From an optimization exercise on the open Yosys and OpenROAD flow, aimed at a short achievable clock period and few clock cycles; shortcuts taken in it are not production practice. RTL that was checked went through simulation tests only; none was proved equivalent to the original. Only the layout flow was run in run 2; the RTL was not checked for function there. Power and IR drop assume default switching activity.

==> flow/design.v, too long to show whole: its modules and the start of the top module <==
// module alu: 16 lines
// module regfile: 32 lines
// module multpipe: 3221 lines
// module decoder: 71 lines
// module mips: 246 lines
module mips(input         clk, rst,
            input  [31:0] instrF, readdataM,
            output [31:0] pcF,
            output        memwriteM,
            output [31:0] alumultoutM, writedataM);
  // ...
==> flow/flow/run.sh <==
#!/bin/bash
# Layout flow: the standard ORFS flow (standard.sh), with the standard synthesis
# unchanged and two changes to the steps after it:
#  - every input and output port gets a sky130_fd_sc_hd__buf_4 (buffer_ports would
#    otherwise pick a slow delay buffer);
#  - the clkdlybuf4s* delay buffers are left out of the cells the repair steps may add.
# Each step's full output goes to a log file of its own in this folder.
set -euo pipefail
bash standard.sh synth > synth.log 2>&1
export DONT_USE_CELLS="sky130_fd_sc_hd__clkdlybuf4s15_1 sky130_fd_sc_hd__clkdlybuf4s15_2 sky130_fd_sc_hd__clkdlybuf4s18_1 sky130_fd_sc_hd__clkdlybuf4s18_2 sky130_fd_sc_hd__clkdlybuf4s25_1 sky130_fd_sc_hd__clkdlybuf4s25_2 sky130_fd_sc_hd__clkdlybuf4s50_1 sky130_fd_sc_hd__clkdlybuf4s50_2"
export BUFFER_PORTS_ARGS="-buffer_cell sky130_fd_sc_hd__buf_4"
bash standard.sh floorplan > floorplan.log 2>&1
bash standard.sh place > place.log 2>&1
bash standard.sh cts > cts.log 2>&1
bash standard.sh route > route.log 2>&1
bash standard.sh finish > finish.log 2>&1
==> flow/standard.sh <==
#!/bin/bash
# synth_recipe.tcl (not shown) runs the flow's synth.tcl, then flattens the netlist and writes it again
# the make line also repeats each setting of config.mk as NAME=value (left out here)
make -C /OpenROAD-flow-scripts/flow DESIGN_CONFIG=/design/flow/config.mk WORK_HOME=/design/flow/orfs CLKGATE_MAP_FILE= SYNTH_SCRIPT=/design/flow/synth_recipe.tcl "${@:-finish}"
==> flow/config.mk <==
export PLATFORM = sky130hd
export DESIGN_NAME = mips
export DESIGN_NICKNAME = mips
export VERILOG_FILES = /design/flow/design.v
export SDC_FILE = /design/flow/constraint.sdc
export NUM_CORES = 8
export LEC_CHECK = 0
export CAP_MARGIN = 60
export CORE_MARGIN = 2
export CORE_UTILIZATION = 40
export PLACE_DENSITY = 0.6
export SETUP_SLACK_MARGIN = 5
export SLEW_MARGIN = 60
==> flow/constraint.sdc <==
create_clock -name core_clock -period 11.0 [get_ports {clk}]
set_input_delay 2.2000 -clock core_clock [delete_from_list [all_inputs] [get_ports {clk}]]
set_output_delay 2.2000 -clock core_clock [all_outputs]
set_load 0.01 [all_outputs]
==> results.json, run 1 <==
{
  "yosys-top-cells-area": "edfxtp_1 29%, dfxtp_1 15%, fa_1 6.7%, a21oi_1 4.0%, nand2_1 3.5%",
  "synth.area.mux_share": 0.0184,
  "seq_area_frac": 0.416,
  "syn_area_per_cell_um2": 9.93,
  "final.fill_count": 32155,
  "r2r_cells": 13,
  "route.detailed.drc": 0,
  "placed_cells": 17957,
  "cts_buffer_depth": 4,
  "nNonClkBuffers": 557,
  "use_met1": 0.429,
  "tightest_slew_ns": 0.729,
  "r2r_end": "sdE[29]$_DFF_P_",
  "clk_share": 0.0624,
  "utilization": 0.453,
  "drt-met1-wl_um": 222000,
  "multi_input_area_um2": 67900,
  "synth_warnings": 5,
  "worstHoldEndpoint": "bidxU[3]$_DFF_P_",
  "synth_top_family_by_area": "compound AO/OA/AOI/OAI gates",
  "slew_headroom": 0.514,
  "status": "no timing/DRC/antenna violations",
  "synth_cell_types": 99,
  "cts_tree": "done",
  "viasPerCell": 6.54,
  "die_area_um2": 355000,
  "min-delay-start": "bidxE[3]$_DFF_P_",
  "grt_max_degree": 115,
  "top_layer": "met5",
  "setup_viol": 0,
  "layout.nets": 14485,
  "cts_resized": 0,
  "skew_ns": 0.0682,
  "pg_seq_uw": 11600,
  "maxSlewViolCount": 0
}
Testbench counts, summed over its fixed seeds: cycles 104,533.
==> module alu, before the edit <==
module alu(input  [31:0] a, b,
           input         s_and, s_or, s_xor, s_xnor, s_lo, s_hi, s_link,
           input  [31:0] lo, hi,
           output [31:0] sum, dif,
           output [31:0] oth);
    assign sum = a + b;
    assign dif = a - b;
    wire [31:0] x = a ^ b;
    assign oth = ({32{s_and}}  & (a & b))
               | ({32{s_or}}   & (a | b))
               | ({32{s_xor}}  & x)
               | ({32{s_xnor}} & ~x)
               | ({32{s_lo}}   & lo)
               | ({32{s_hi}}   & hi)
               | ({32{s_link}} & b);
endmodule
==> module mips, before the edit <==
module mips(input         clk, rst,
            input  [31:0] instrF, readdataM,
            output [31:0] pcF,
            output        memwriteM,
            output [31:0] alumultoutM, writedataM);
    reg  [31:0] pc, pcp4x;
    wire [31:0] pcp4  = pcp4x ^ 32'd4;
    wire [31:0] pcp4F = pcp4;
    wire [31:0] pcp8F = pcp4 + 32'd4;
    assign pcF = pc;
    wire [4:0]  rsF = instrF[25:21];
    wire [4:0]  rtF = instrF[20:16];
    wire [31:1] rsohF, rtohF;
    genvar g;
    generate for (g = 1; g < 32; g = g + 1) begin : ohdec
        assign rsohF[g] = (rsF == g);
        assign rtohF[g] = (rtF == g);
    end endgenerate
    wire        regwrF, usesrsF, usesrtF, bregF, bimmF, bluiF, blinkF, isloadF, isstoreF;
    wire        s_addF, s_subF, s_andF, s_orF, s_xorF, s_xnorF, s_sltF, s_loF, s_hiF, s_linkF;
    wire        isbeqF, isbneF, isjumpF, ismultF, msignedF, ismfF;
    wire [4:0]  destF;
    decoder dec(instrF, regwrF, destF, usesrsF, usesrtF, bregF, bimmF, bluiF, blinkF,
                isloadF, isstoreF,
                s_addF, s_subF, s_andF, s_orF, s_xorF, s_xnorF, s_sltF, s_loF, s_hiF, s_linkF,
                isbeqF, isbneF, isjumpF, ismultF, msignedF, ismfF);
    reg  [31:0] instrD, pcp4D, pcp8D;
    reg  [31:1] rsohD, rtohD;
    reg         validD;        
    reg         regwrDq, usesrsDq, usesrtDq, bregD, bimmD, bluiD, blinkD, isloadDq, isstoreDq;
    reg         s_addD, s_subD, s_andD, s_orD, s_xorD, s_xnorD, s_sltD, s_loD, s_hiD, s_linkD;
    reg         isbeqDq, isbneDq, isjumpDq, ismultDq, msignedD, ismfDq;
    reg  [4:0]  destD;
    wire [4:0]  rsD = instrD[25:21];
    wire [4:0]  rtD = instrD[20:16];
    wire        regwrD   = validD & regwrDq;
    wire        isloadD  = validD & isloadDq;
    wire        isstoreD = validD & isstoreDq;
    wire        isbeqD   = validD & isbeqDq;
    wire        isbneD   = validD & isbneDq;
    wire        isjumpD  = validD & isjumpDq;
    wire        ismultD  = validD & ismultDq;
    wire        ismfD    = validD & ismfDq;
    wire [31:0] signimmD   = {{16{instrD[15]}}, instrD[15:0]};
    wire [31:0] btargetD   = pcp4D + {signimmD[29:0], 2'b00};
    wire [31:0] btargetp4D = pcp8D + {signimmD[29:0], 2'b00};
    wire [31:0] jtargetD   = {pcp4D[31:28], instrD[25:0], 2'b00};
    wire [31:0] jtargetp4D = jtargetD + 32'd4;
    wire        isbrD      = isbeqD | isbneD;
    reg  [1:0]  bht [0:63];
    reg  [63:0] bhv;
    wire [5:0]  bidxF  = pcp4F[7:2];
    reg  [5:0]  bidxD;
    reg         bvD, btD;
    wire        statD  = instrD[15] | isbneDq;
    reg         zaddq, zsubq;
    wire [31:0] zc    = {opAE[30:0] | opBE[30:0], 1'b0};
    wire        zsum  = &(~(opAE ^ opBE ^ zc));
    wire        zeroD = zaddq ? zsum : (opAE == opBE);    
    wire        resD  = zaddq | zsubq;
    wire        predtD = isbrD & (bvD ? btD : statD);
    wire        mearlyD = isbrD & resD & ((isbeqDq ? zeroD : ~zeroD) ^ predtD) & ~stallD;
    reg         regwrE, isloadE, ismultE;
    reg  [4:0]  destE;
    reg         regwrM, isloadM;
    reg  [4:0]  destM;
    reg  [31:0] resMi;         
    wire        mbusy1;
    reg         stallq;
    wire        stallD = stallq & validD;
    wire        rsmF    = (rsF == destD);
    wire        rtmF    = (rtF == destD);
    wire        lduseN  = isloadD & regwrD & ((usesrsF & rsmF) | (usesrtF & rtmF));
    wire        mfwaitN = ismfF & (ismultD | ismultE);
    wire        mdepN   = ismultF & regwrD & (rsmF | rtmF);
    wire        mfwaitS = ismfD & ismultE;
    wire        stallnext = stallD ? mfwaitS : (lduseN | mfwaitN | mdepN);
    wire [31:0] mvalM = isloadM ? readdataM : resMi;
    wire [31:0] rfa, rfb;
    regfile rf(clk, rst, regwrM, destM, mvalM, rsohD, rtohD, rfa, rfb);
    wire [4:0]  rsN   = stallD ? rsD : rsF;
    wire [4:0]  rtN   = stallD ? rtD : rtF;
    wire        bregN = stallD ? bregD : bregF;
    wire        fAEn  = ~stallD & regwrD & rsmF;
    wire        fBEn  = ~stallD & regwrD & rtmF;
    wire        fAMn  = regwrE & (rsN == destE);
    wire        fBMn  = regwrE & (rtN == destE);
    reg         fAM, fBM;
    reg         a_add, a_sub, a_slt, a_oth, a_rv;
    reg         b_add, b_sub, b_slt, b_oth, b_nf;
    reg         s_add, s_sub, s_slt, s_oth, s_rv;
    always @(posedge clk) begin
        fAM <= fAMn; fBM <= fBMn;
        a_add <= fAEn & s_addD; a_sub <= fAEn & s_subD; a_slt <= fAEn & s_sltD;
        a_oth <= fAEn;          a_rv  <= ~fAEn;
        zaddq <= fAEn & (rtF == 5'd0) & (isbeqF | isbneF) & s_addD & ~isloadDq;
        zsubq <= fAEn & (rtF == 5'd0) & (isbeqF | isbneF) & s_subD;
        b_add <= fBEn & bregN & s_addD; b_sub <= fBEn & bregN & s_subD;
        b_slt <= fBEn & bregN & s_sltD; b_oth <= fBEn & bregN; b_nf <= ~(fBEn & bregN);
        s_add <= fBEn & s_addD; s_sub <= fBEn & s_subD; s_slt <= fBEn & s_sltD;
        s_oth <= fBEn;          s_rv  <= ~fBEn;
    end
    wire [31:0] rvA  = fAM ? mvalM : rfa;
    wire [31:0] rvB  = fBM ? mvalM : rfb;
    wire [31:0] immB = bimmD ? signimmD :
                       bluiD ? {instrD[15:0], 16'b0} : pcp4D;
    wire [31:0] sumE, difE, othE;
    wire [31:0] opAD = ({32{a_add}} & sumE) | ({32{a_sub}} & difE)
                     | ({32{a_slt}} & {31'b0, difE[31]}) | ({32{a_oth}} & othE)
                     | ({32{a_rv}} & rvA);
    wire [31:0] bnfD = bregD ? rvB : immB;
    wire [31:0] opBD = ({32{b_add}} & sumE) | ({32{b_sub}} & difE)
                     | ({32{b_slt}} & {31'b0, difE[31]}) | ({32{b_oth}} & othE)
                     | ({32{b_nf}} & bnfD);
    wire [31:0] sdD  = ({32{s_add}} & sumE) | ({32{s_sub}} & difE)
                     | ({32{s_slt}} & {31'b0, difE[31]}) | ({32{s_oth}} & othE)
                     | ({32{s_rv}} & rvB);
    reg  [31:0] opAE, opBE, sdE, altE, altp4E;
    reg         s_addE, s_subE, s_andE, s_orE, s_xorE, s_xnorE, s_sltE, s_loE, s_hiE, s_linkE;
    reg         isstoreE, isbeqE, isbneE, predtE, msignedE;
    wire [31:0] hi, lo;
    alu alu(opAE, opBE, s_andE, s_orE, s_xorE, s_xnorE, s_loE, s_hiE, s_linkE, lo, hi,
            sumE, difE, othE);
    wire [31:0] aluoutE = ({32{s_addE}} & sumE) | ({32{s_subE}} & difE)
                        | ({32{s_sltE}} & {31'b0, difE[31]}) | othE;
    reg  [31:0] mulAE, mulBE;
    reg  [5:0]  bidxE;
    wire eqE    = (opAE == opBE);
    wire takenE = (isbeqE & eqE) | (isbneE & ~eqE);
    reg         mearlyE, resE;
    wire mispE  = (isbeqE | isbneE) & (takenE ^ predtE) & ~resE;
    reg         mispq;
    reg  [31:0] altq, altp4q;
    multpipe mul(clk, rst, ismultE, msignedE, mulAE, mulBE, hi, lo, mbusy1);
    reg         memwrM;
    reg  [31:0] resM, wdM;     
    assign alumultoutM = resM;
    assign writedataM  = wdM;
    assign memwriteM   = memwrM;
    wire redirD = (isjumpD | predtD) & ~stallD;
    wire [31:0] pcnext   = mispq  ? altq :
                           mearlyE ? altE :
                           stallD ? pc :
                           redirD ? (isjumpDq ? jtargetD : btargetD) :
                           pcp4F;
    wire [31:0] pcp4next = mispq  ? altp4q :
                           mearlyE ? altp4E :
                           stallD ? pcp4 :
                           redirD ? (isjumpDq ? jtargetp4D : btargetp4D) :
                           pcp8F;
    always @(posedge clk or posedge rst) begin
        if (rst) begin
            pc <= 32'b0;
            pcp4x <= 32'b0;
            validD <= 1'b0;
            stallq <= 1'b0;
            mispq <= 1'b0;
            mearlyE <= 1'b0;
        end else begin
            pc <= pcnext;
            pcp4x <= pcp4next ^ 32'd4;
            stallq <= stallnext;
            mispq <= mispE;
            mearlyE <= mearlyD;
            if (!stallD) validD <= ~(mispE | mispq | mearlyE);
        end
    end
    always @(posedge clk) begin
        if (!stallD) begin
            instrD <= instrF;
            pcp4D  <= pcp4F;
            pcp8D  <= pcp8F;
            rsohD  <= rsohF;
            rtohD  <= rtohF;
            bidxD  <= bidxF;
            bvD    <= bhv[bidxF];
            btD    <= bht[bidxF][1];
            regwrDq <= regwrF; destD <= destF; usesrsDq <= usesrsF; usesrtDq <= usesrtF;
            bregD <= bregF; bimmD <= bimmF; bluiD <= bluiF; blinkD <= blinkF;
            isloadDq <= isloadF; isstoreDq <= isstoreF;
            s_addD <= s_addF; s_subD <= s_subF; s_andD <= s_andF; s_orD <= s_orF;
            s_xorD <= s_xorF; s_xnorD <= s_xnorF; s_sltD <= s_sltF; s_loD <= s_loF;
            s_hiD <= s_hiF; s_linkD <= s_linkF;
            isbeqDq <= isbeqF; isbneDq <= isbneF; isjumpDq <= isjumpF;
            ismultDq <= ismultF; msignedD <= msignedF; ismfDq <= ismfF;
        end
    end
    always @(posedge clk) begin
        opAE <= opAD; opBE <= opBD; sdE <= sdD;
        mulAE <= rvA & {32{ismultDq}};
        mulBE <= rvB & {32{ismultDq}};
        altE <= predtD ? pcp4F : btargetD;
        altq <= altE;
        altp4q <= altp4E;
        altp4E <= predtD ? pcp8F : btargetp4D;
        bidxE <= bidxD;
        destE <= destD;
        msignedE <= msignedD;
        predtE <= predtD;
        resE <= resD;
        s_addE <= s_addD; s_subE <= s_subD; s_andE <= s_andD; s_orE <= s_orD;
        s_xorE <= s_xorD; s_xnorE <= s_xnorD; s_sltE <= s_sltD; s_loE <= s_loD; s_hiE <= s_hiD;
        s_linkE <= s_linkD;
        resM <= sumE;            
        resMi <= aluoutE;
        wdM <= sdE;
        destM <= destE;
    end
    reg         bupd, btaken;
    reg  [5:0]  bidxU;
    always @(posedge clk) begin
        btaken <= takenE;
        bidxU  <= bidxE;
    end
    integer k, kv;
    always @(posedge clk) begin
        for (k = 0; k < 64; k = k + 1)
            if (bupd && bidxU == k) begin
                if (!bhv[k])                         bht[k] <= btaken ? 2'b10 : 2'b01;
                else if (btaken && bht[k] != 2'b11)  bht[k] <= bht[k] + 2'b01;
                else if (!btaken && bht[k] != 2'b00) bht[k] <= bht[k] - 2'b01;
            end
    end
    always @(posedge clk or posedge rst) begin
        if (rst) bhv <= 64'b0;
        else for (kv = 0; kv < 64; kv = kv + 1)
            if (bupd && bidxU == kv) bhv[kv] <= 1'b1;
    end
    always @(posedge clk or posedge rst) begin
        if (rst) begin
            regwrE <= 0; isloadE <= 0; ismultE <= 0; isstoreE <= 0; isbeqE <= 0; isbneE <= 0;
            memwrM <= 0; isloadM <= 0; regwrM <= 0; bupd <= 0;
        end else begin
            regwrE   <= regwrD & ~stallD;
            isloadE  <= isloadD & ~stallD;
            ismultE  <= ismultD & ~stallD;
            isstoreE <= isstoreD & ~stallD;
            isbeqE   <= isbeqD & ~stallD;
            isbneE   <= isbneD & ~stallD;
            memwrM   <= isstoreE;
            isloadM  <= isloadE;
            regwrM   <= regwrE;
            bupd     <= isbeqE | isbneE;
        end
    end
endmodule
==> inputs of run 2 (changes only) <==
--- a/flow/design.v
+++ b/flow/design.v
@@ -6,7 +6,7 @@
            output [31:0] sum, dif,
            output [31:0] oth);
     assign sum = a + b;
-    assign dif = a - b;
+    assign dif = ~(~a + b);    
     wire [31:0] x = a ^ b;
     assign oth = ({32{s_and}}  & (a & b))
                | ({32{s_or}}   & (a | b))
@@ -3351,8 +3351,7 @@
             output [31:0] pcF,
             output        memwriteM,
             output [31:0] alumultoutM, writedataM);
-    reg  [31:0] pc, pcp4x;
-    wire [31:0] pcp4  = pcp4x ^ 32'd4;
+    reg  [31:0] pc, pcp4;
     wire [31:0] pcp4F = pcp4;
     wire [31:0] pcp8F = pcp4 + 32'd4;
     assign pcF = pc;
@@ -3401,13 +3400,7 @@
     reg  [5:0]  bidxD;
     reg         bvD, btD;
     wire        statD  = instrD[15] | isbneDq;
-    reg         zaddq, zsubq;
-    wire [31:0] zc    = {opAE[30:0] | opBE[30:0], 1'b0};
-    wire        zsum  = &(~(opAE ^ opBE ^ zc));
-    wire        zeroD = zaddq ? zsum : (opAE == opBE);    
-    wire        resD  = zaddq | zsubq;
     wire        predtD = isbrD & (bvD ? btD : statD);
-    wire        mearlyD = isbrD & resD & ((isbeqDq ? zeroD : ~zeroD) ^ predtD) & ~stallD;
     reg         regwrE, isloadE, ismultE;
     reg  [4:0]  destE;
     reg         regwrM, isloadM;
@@ -3441,8 +3434,6 @@
         fAM <= fAMn; fBM <= fBMn;
         a_add <= fAEn & s_addD; a_sub <= fAEn & s_subD; a_slt <= fAEn & s_sltD;
         a_oth <= fAEn;          a_rv  <= ~fAEn;
-        zaddq <= fAEn & (rtF == 5'd0) & (isbeqF | isbneF) & s_addD & ~isloadDq;
-        zsubq <= fAEn & (rtF == 5'd0) & (isbeqF | isbneF) & s_subD;
         b_add <= fBEn & bregN & s_addD; b_sub <= fBEn & bregN & s_subD;
         b_slt <= fBEn & bregN & s_sltD; b_oth <= fBEn & bregN; b_nf <= ~(fBEn & bregN);
         s_add <= fBEn & s_addD; s_sub <= fBEn & s_subD; s_slt <= fBEn & s_sltD;
@@ -3452,7 +3443,7 @@
     wire [31:0] rvB  = fBM ? mvalM : rfb;
     wire [31:0] immB = bimmD ? signimmD :
                        bluiD ? {instrD[15:0], 16'b0} : pcp4D;
-    wire [31:0] sumE, difE, othE;
+    wire [31:0] sumE, difE, othE, sum2E, dif2E, oth2E;
     wire [31:0] opAD = ({32{a_add}} & sumE) | ({32{a_sub}} & difE)
                      | ({32{a_slt}} & {31'b0, difE[31]}) | ({32{a_oth}} & othE)
                      | ({32{a_rv}} & rvA);
@@ -3460,23 +3451,31 @@
     wire [31:0] opBD = ({32{b_add}} & sumE) | ({32{b_sub}} & difE)
                      | ({32{b_slt}} & {31'b0, difE[31]}) | ({32{b_oth}} & othE)
                      | ({32{b_nf}} & bnfD);
-    wire [31:0] sdD  = ({32{s_add}} & sumE) | ({32{s_sub}} & difE)
-                     | ({32{s_slt}} & {31'b0, difE[31]}) | ({32{s_oth}} & othE)
+    wire [31:0] sdD  = ({32{s_add}} & sum2E) | ({32{s_sub}} & dif2E)
+                     | ({32{s_slt}} & {31'b0, dif2E[31]}) | ({32{s_oth}} & oth2E)
                      | ({32{s_rv}} & rvB);
+    wire [31:0] cmpAD = ({32{a_add}} & sum2E) | ({32{a_sub}} & dif2E)
+                      | ({32{a_slt}} & {31'b0, dif2E[31]}) | ({32{a_oth}} & oth2E)
+                      | ({32{a_rv}} & rvA);
+    wire [31:0] cmpBD = ({32{b_add}} & sum2E) | ({32{b_sub}} & dif2E)
+                      | ({32{b_slt}} & {31'b0, dif2E[31]}) | ({32{b_oth}} & oth2E)
+                      | ({32{b_nf}} & bnfD);
     reg  [31:0] opAE, opBE, sdE, altE, altp4E;
     reg         s_addE, s_subE, s_andE, s_orE, s_xorE, s_xnorE, s_sltE, s_loE, s_hiE, s_linkE;
     reg         isstoreE, isbeqE, isbneE, predtE, msignedE;
     wire [31:0] hi, lo;
     alu alu(opAE, opBE, s_andE, s_orE, s_xorE, s_xnorE, s_loE, s_hiE, s_linkE, lo, hi,
             sumE, difE, othE);
-    wire [31:0] aluoutE = ({32{s_addE}} & sumE) | ({32{s_subE}} & difE)
-                        | ({32{s_sltE}} & {31'b0, difE[31]}) | othE;
-    reg  [31:0] mulAE, mulBE;
+    reg  [31:0] opA2E, opB2E;
+    alu alu2(opA2E, opB2E, s_andE, s_orE, s_xorE, s_xnorE, s_loE, s_hiE, s_linkE, lo, hi,
+             sum2E, dif2E, oth2E);
+    wire [31:0] aluoutE = ({32{s_addE}} & sum2E) | ({32{s_subE}} & dif2E)
+                        | ({32{s_sltE}} & {31'b0, dif2E[31]}) | oth2E;
+    reg  [31:0] cmpAE, cmpBE, mulAE, mulBE;
     reg  [5:0]  bidxE;
-    wire eqE    = (opAE == opBE);
+    wire eqE    = (cmpAE == cmpBE);
     wire takenE = (isbeqE & eqE) | (isbneE & ~eqE);
-    reg         mearlyE, resE;
-    wire mispE  = (isbeqE | isbneE) & (takenE ^ predtE) & ~resE;
+    wire mispE  = (isbeqE | isbneE) & (takenE ^ predtE);
     reg         mispq;
     reg  [31:0] altq, altp4q;
     multpipe mul(clk, rst, ismultE, msignedE, mulAE, mulBE, hi, lo, mbusy1);
@@ -3487,30 +3486,26 @@
     assign memwriteM   = memwrM;
     wire redirD = (isjumpD | predtD) & ~stallD;
     wire [31:0] pcnext   = mispq  ? altq :
-                           mearlyE ? altE :
                            stallD ? pc :
                            redirD ? (isjumpDq ? jtargetD : btargetD) :
                            pcp4F;
     wire [31:0] pcp4next = mispq  ? altp4q :
-                           mearlyE ? altp4E :
                            stallD ? pcp4 :
                            redirD ? (isjumpDq ? jtargetp4D : btargetp4D) :
                            pcp8F;
     always @(posedge clk or posedge rst) begin
         if (rst) begin
             pc <= 32'b0;
-            pcp4x <= 32'b0;
+            pcp4 <= 32'd4;
             validD <= 1'b0;
             stallq <= 1'b0;
             mispq <= 1'b0;
-            mearlyE <= 1'b0;
         end else begin
             pc <= pcnext;
-            pcp4x <= pcp4next ^ 32'd4;
+            pcp4 <= pcp4next;
             stallq <= stallnext;
             mispq <= mispE;
-            mearlyE <= mearlyD;
-            if (!stallD) validD <= ~(mispE | mispq | mearlyE);
+            if (!stallD) validD <= ~(mispE | mispq);
         end
     end
     always @(posedge clk) begin
@@ -3535,6 +3530,10 @@
     end
     always @(posedge clk) begin
         opAE <= opAD; opBE <= opBD; sdE <= sdD;
+        cmpAE <= cmpAD & {32{isbeqDq | isbneDq}};
+        cmpBE <= cmpBD & {32{isbeqDq | isbneDq}};
+        opA2E <= opAD & {32{regwrDq | isloadDq | isstoreDq}};
+        opB2E <= opBD & {32{regwrDq | isloadDq | isstoreDq}};
         mulAE <= rvA & {32{ismultDq}};
         mulBE <= rvB & {32{ismultDq}};
         altE <= predtD ? pcp4F : btargetD;
@@ -3545,11 +3544,10 @@
         destE <= destD;
         msignedE <= msignedD;
         predtE <= predtD;
-        resE <= resD;
         s_addE <= s_addD; s_subE <= s_subD; s_andE <= s_andD; s_orE <= s_orD;
         s_xorE <= s_xorD; s_xnorE <= s_xnorD; s_sltE <= s_sltD; s_loE <= s_loD; s_hiE <= s_hiD;
         s_linkE <= s_linkD;
-        resM <= sumE;            
+        resM <= aluoutE & {32{isloadE | isstoreE}};
         resMi <= aluoutE;
         wdM <= sdE;
         destM <= destE;
@@ -3560,7 +3558,7 @@
         btaken <= takenE;
         bidxU  <= bidxE;
     end
-    integer k, kv;
+    integer k;
     always @(posedge clk) begin
         for (k = 0; k < 64; k = k + 1)
             if (bupd && bidxU == k) begin
@@ -3571,8 +3569,8 @@
     end
     always @(posedge clk or posedge rst) begin
         if (rst) bhv <= 64'b0;
-        else for (kv = 0; kv < 64; kv = kv + 1)
-            if (bupd && bidxU == kv) bhv[kv] <= 1'b1;
+        else for (k = 0; k < 64; k = k + 1)
+            if (bupd && bidxU == k) bhv[k] <= 1'b1;
     end
     always @(posedge clk or posedge rst) begin
         if (rst) begin
==> run 2 against run 1 <==
Against the previous run:
- synthesized cell count rose by 9.1%
- global-route usage rose by 1.1 points
- routed wire length rose by 11%
- first-iteration DRC count rose by 3.3%
- register-to-register slack got worse by 0.07 ns
- cell count rose by 8.9%
- largest cell class unchanged
- largest power group unchanged
==> results.json, run 2 <==
{
  "yosys-top-cells-area": "edfxtp_1 27%, dfxtp_1 15%, fa_1 6.3%, a21oi_1 4.2%, nand2_1 3.5%",
  "grt_pass1_vias": 121080,
  "post-synth-top-area-fraction": 0.274,
  "hold_depth": 0,
  "io_pins": 163,
  "final_cell_mix": "1403 x nand2_1, 1362 x edfxtp_1, 1220 x a21oi_1",
  "setup_viol": 0,
  "maxSlewViolCount": 0,
  "die_area_um2": 379000,
  "min_period_over_period": 0.393,
  "final_common_cell": "nand2_1",
  "cp_max_fo": 8,
  "wl_per_cell_um": 32.3,
  "io_buffers": 162,
  "dp_hpwl_um": 419000,
  "crit_arrival_ns": 5.10,
  "grt_max_degree": 112,
  "rr_startpoint": "opB2E[0]$_DFF_P_",
  "htree_levels": 5,
  "viasPerCell": 6.53,
  "synth_warnings": 5,
  "tns_ns": 0,
  "grt.overflow.total": 0,
  "synthTopCellsByCount": "1408 x nand2_1, 1362 x edfxtp_1, 1240 x a21oi_1, 1142 x dfxtp_1, 1127 x clkbuf_1",
  "async_reset_ff_frac": 0.0653,
  "synth_top_area_cell": "edfxtp_1",
  "clk_latency_ns": 1.01,
  "gp_congestion": 1.00,
  "core_um2": 372000,
  "antenna_found_initial": 40,
  "powerDensity_nw_per_um2": 167,
  "status": "no timing/DRC/antenna violations",
  "critPathLaunch": "opB2E[0]$_DFF_P_",
  "syn_area_per_cell_um2": 9.73,
  "cts_tree": "done",
  "final.fill_count": 34933,
  "drive_gt1_frac": 0.108,
  "holdWs_ns": 0.303,
  "cts_buffer_depth": 4,
  "synth_top_family_by_area": "compound AO/OA/AOI/OAI gates",
  "synth_xor_area_frac": 0.0229,
  "antenna_left": 0,
  "worstSetupEndpointType": "flop",
  "layout.nets": 15818,
  "worstHoldEndpoint": "altp4q[29]$_DFF_P_",
  "cap_viol_max_count": 0,
  "drtIter0Drc": 20999,
  "synth_area_um2": 150000,
  "die_y_um": 615,
  "synth_cell_types": 105,
  "min_period_ns": 4.32,
  "syn_nets": 16282,
  "synthSimpleGateAreaFrac": 0.121,
  "ys_ff_latch": 2679,
  "cts_resized": 0,
  "synth_edf_count": 1362,
  "cts.reportedPaths.clkPinSlew_ns": 0.06,
  "start_util": 0.402,
  "irDropWorstVdd_mv": 0.164,
  "largestRegisters": "rf.rf (992), bht (128)",
  "grt_pass1_wl_um": 908000,
  "placementRows": 224,
  "areaGrowthSynthToFinish_pct": 12.8,
  "cts_setup_buffers": 0,
  "crit_cells": 13,
  "ys.flop_type": "edfxtp_1",
  "largest_reg_flops": 992,
  "path_buf_inv": 1,
  "start_kind": "flop",
  "clock.fmax_ghz": 0.231,
  "cts.hold.buffers_added": 0,
  "hold_viol": 0,
  "worstPathCellList": "ha_1 > fa_1 > a21oi_1 > o21bai_1 > a211oi_1 > o21ai_1 > buf_4 > a32o_1 > o41ai_4 > nor2_1 > mux2i_1 > a2111oi_0 > o22ai_1",
  "skew_ns": 0.104,
  "wl_um": 651000,
  "root_buffer": "clkbuf_16",
  "hp-class": "reg2reg",
  "route.detailed.drc": 0,
  "cts.sinks": 2679,
  "synthAdderAreaFrac": 0.106,
  "yosysMostFrequentCell": "nand2_1",
  "reg2reg_setup_slack_ns": 6.68,
  "track_usage": 0.330,
  "leakagePower_uw": 0.0641,
  "utilization": 0.453,
  "crit_required_ns": 11.78,
  "r2r_cells": 13,
  "tightest_slew_ns": 0.755,
  "vias": 131751,
  "worst_path_max_delay_cell": "o41ai_4",
  "synth_cells": 15371,
  "synth_seq_area_share": 0.456,
  "drt_first_pass_iters": 11,
  "critPathTopFamily": "compound AO/OA/AOI/OAI gates",
  "multi_input_area_um2": 74200,
  "r2r_end": "cmpAE[30]$_DFF_P_",
  "synth.area.mux_share": 0.0194,
  "cpPeakStageDelay_ns": 0.57,
  "rsz0062_at_grt": "no",
  "critical_path_class": "reg2reg",
  "regMostFlops": "rf.rf",
  "cts_buffers": 302,
  "slew_headroom": 0.497,
  "seqCellArea_um2": 68400,
  "die_w_um": 615,
  "synth-compound-area-share": 0.216,
  "min-delay-start": "altp4E[29]$_DFF_P_"
}
## run 2: cell count changes after synthesis, moves of 61 or more
cell / change
inv_1: +169
dfxtp_1: +125
nand2_1: +120
a21oi_1: +112
ha_1: +95
clkbuf_1: +92
and2_1: +82
nand3_1: +78
a22oi_1: +61
## run 2: kinds of logic (layout without fill, tap and decap cells)
family / count (synthesis) / after routing
flip-flops: 2679 / 2679
adder cells (fa/ha/maj): 1027 / 1027
XOR/XNOR: 391 / 391
multiplexers: 261 / 261
other: 0 / 46
AO/OA/AOI/OAI: 4757 / 4757
AND/OR/NAND/NOR: 3935 / 3935
buffers and inverters: 2321 / 2109
## run 2: final cells by class
type	instances	share of cell area
sequential	2679	0.405
antenna	46	0.000682
clock buffer	407	0.0502
inverter	953	0.0215
clock inverter	149	0.00999
multi-input combinational	10371	0.440
timing repair buffer	600	0.0358
tap	4972	0.0369
## run 2: worst max-delay path by stage
stage / slack, ns / endpoint
2_1_floorplan: 6.43 / destD[0]$_DFFE_PN_
3_3_place_gp: 5.76 / destD[0]$_DFFE_PN_
3_5_place_dp: 6.01 / destD[0]$_DFFE_PN_
4_1_cts: 6.70 / mul.hir[31]$_DFFE_PP_
5_1_grt: 6.53 / cmpAE[30]$_DFF_P_
6_report: 6.68 / cmpAE[30]$_DFF_P_
## run 2: routing by layer
layer	GRT usage	up-vias	routed length, um
li1	-	55211	-
met1	0.408	63797	235000
met5	0.00442	-	647
met4	0.217	38	52800
met3	0.117	2622	89800
met2	0.486	10083	273000
## run 2: worst register-to-register path, cell delays in order, from the launching register on
cell and delay, ns:
dfxtp_1 0.33, ha_1 0.26, fa_1 0.53, a21oi_1 0.21
o21bai_1 0.14, a211oi_1 0.50, o21ai_1 0.17, buf_4 0.20
a32o_1 0.31, o41ai_4 0.57, nor2_1 0.19, mux2i_1 0.15
a2111oi_0 0.45, o22ai_1 0.13
## run 2: report_power, final
group | switching (uW) | total (uW) | internal, uW
Sequential | 563 | 11700 | 11200
Clock | 4580 | 10600 | 5990
Combinational | 3840 | 5840 | 2000
Total | 8980 | 28100 | 19200
## run 2: per-stage QoR
stage / instances / total power (uW) / worst slack [ns] / cell area (um2)
6_report: 20177 / 28100 / 6.68 / 169000
3_5_place_dp: 19549 / 17500 / 6.01 / 158000
2_1_floorplan: 15371 / 15200 / 6.43 / 150000
4_1_cts: 20105 / 27900 / 6.70 / 168000
5_1_grt: 20153 / 28900 / 6.53 / 169000
3_3_place_gp: 19486 / 17300 / 5.76 / 155000

[afterwards: timing with drivers on the ports]
The flow's constraints put no driver on any port. The routed layouts listed below were extracted and timed again, unchanged, in two steps. Step 1 (the two cells are an assumption about what drives the block):
set clk [get_ports {clk}]
set_driving_cell -lib_cell sky130_fd_sc_hd__clkbuf_16 $clk
set_driving_cell -lib_cell sky130_fd_sc_hd__buf_2 [delete_from_list [all_inputs] $clk]
Step 2, shift: input delay + t, output delay - t, t = (earliest + latest rising clock arrival at the registers) / 2. This alone moves slack from input paths to output paths. Slacks: no drivers / after step 1 / after step 2; pairs: no drivers / after step 1.
run	shift t [ns]	slack for setup (ns)	clock arrival spread, ns	pins driven straight from the clock port
run 1	1.048	6.743 / 6.743 / 6.381	0.078 / 0.078	1
run 2	1.075	6.677 / 6.677 / 5.971	0.117 / 0.117	1
After both steps every run listed still meets setup and hold. For run 2, which loses most, drivers alone change the setup slack by 0.000 ns; drivers and shift together by -0.706 ns.
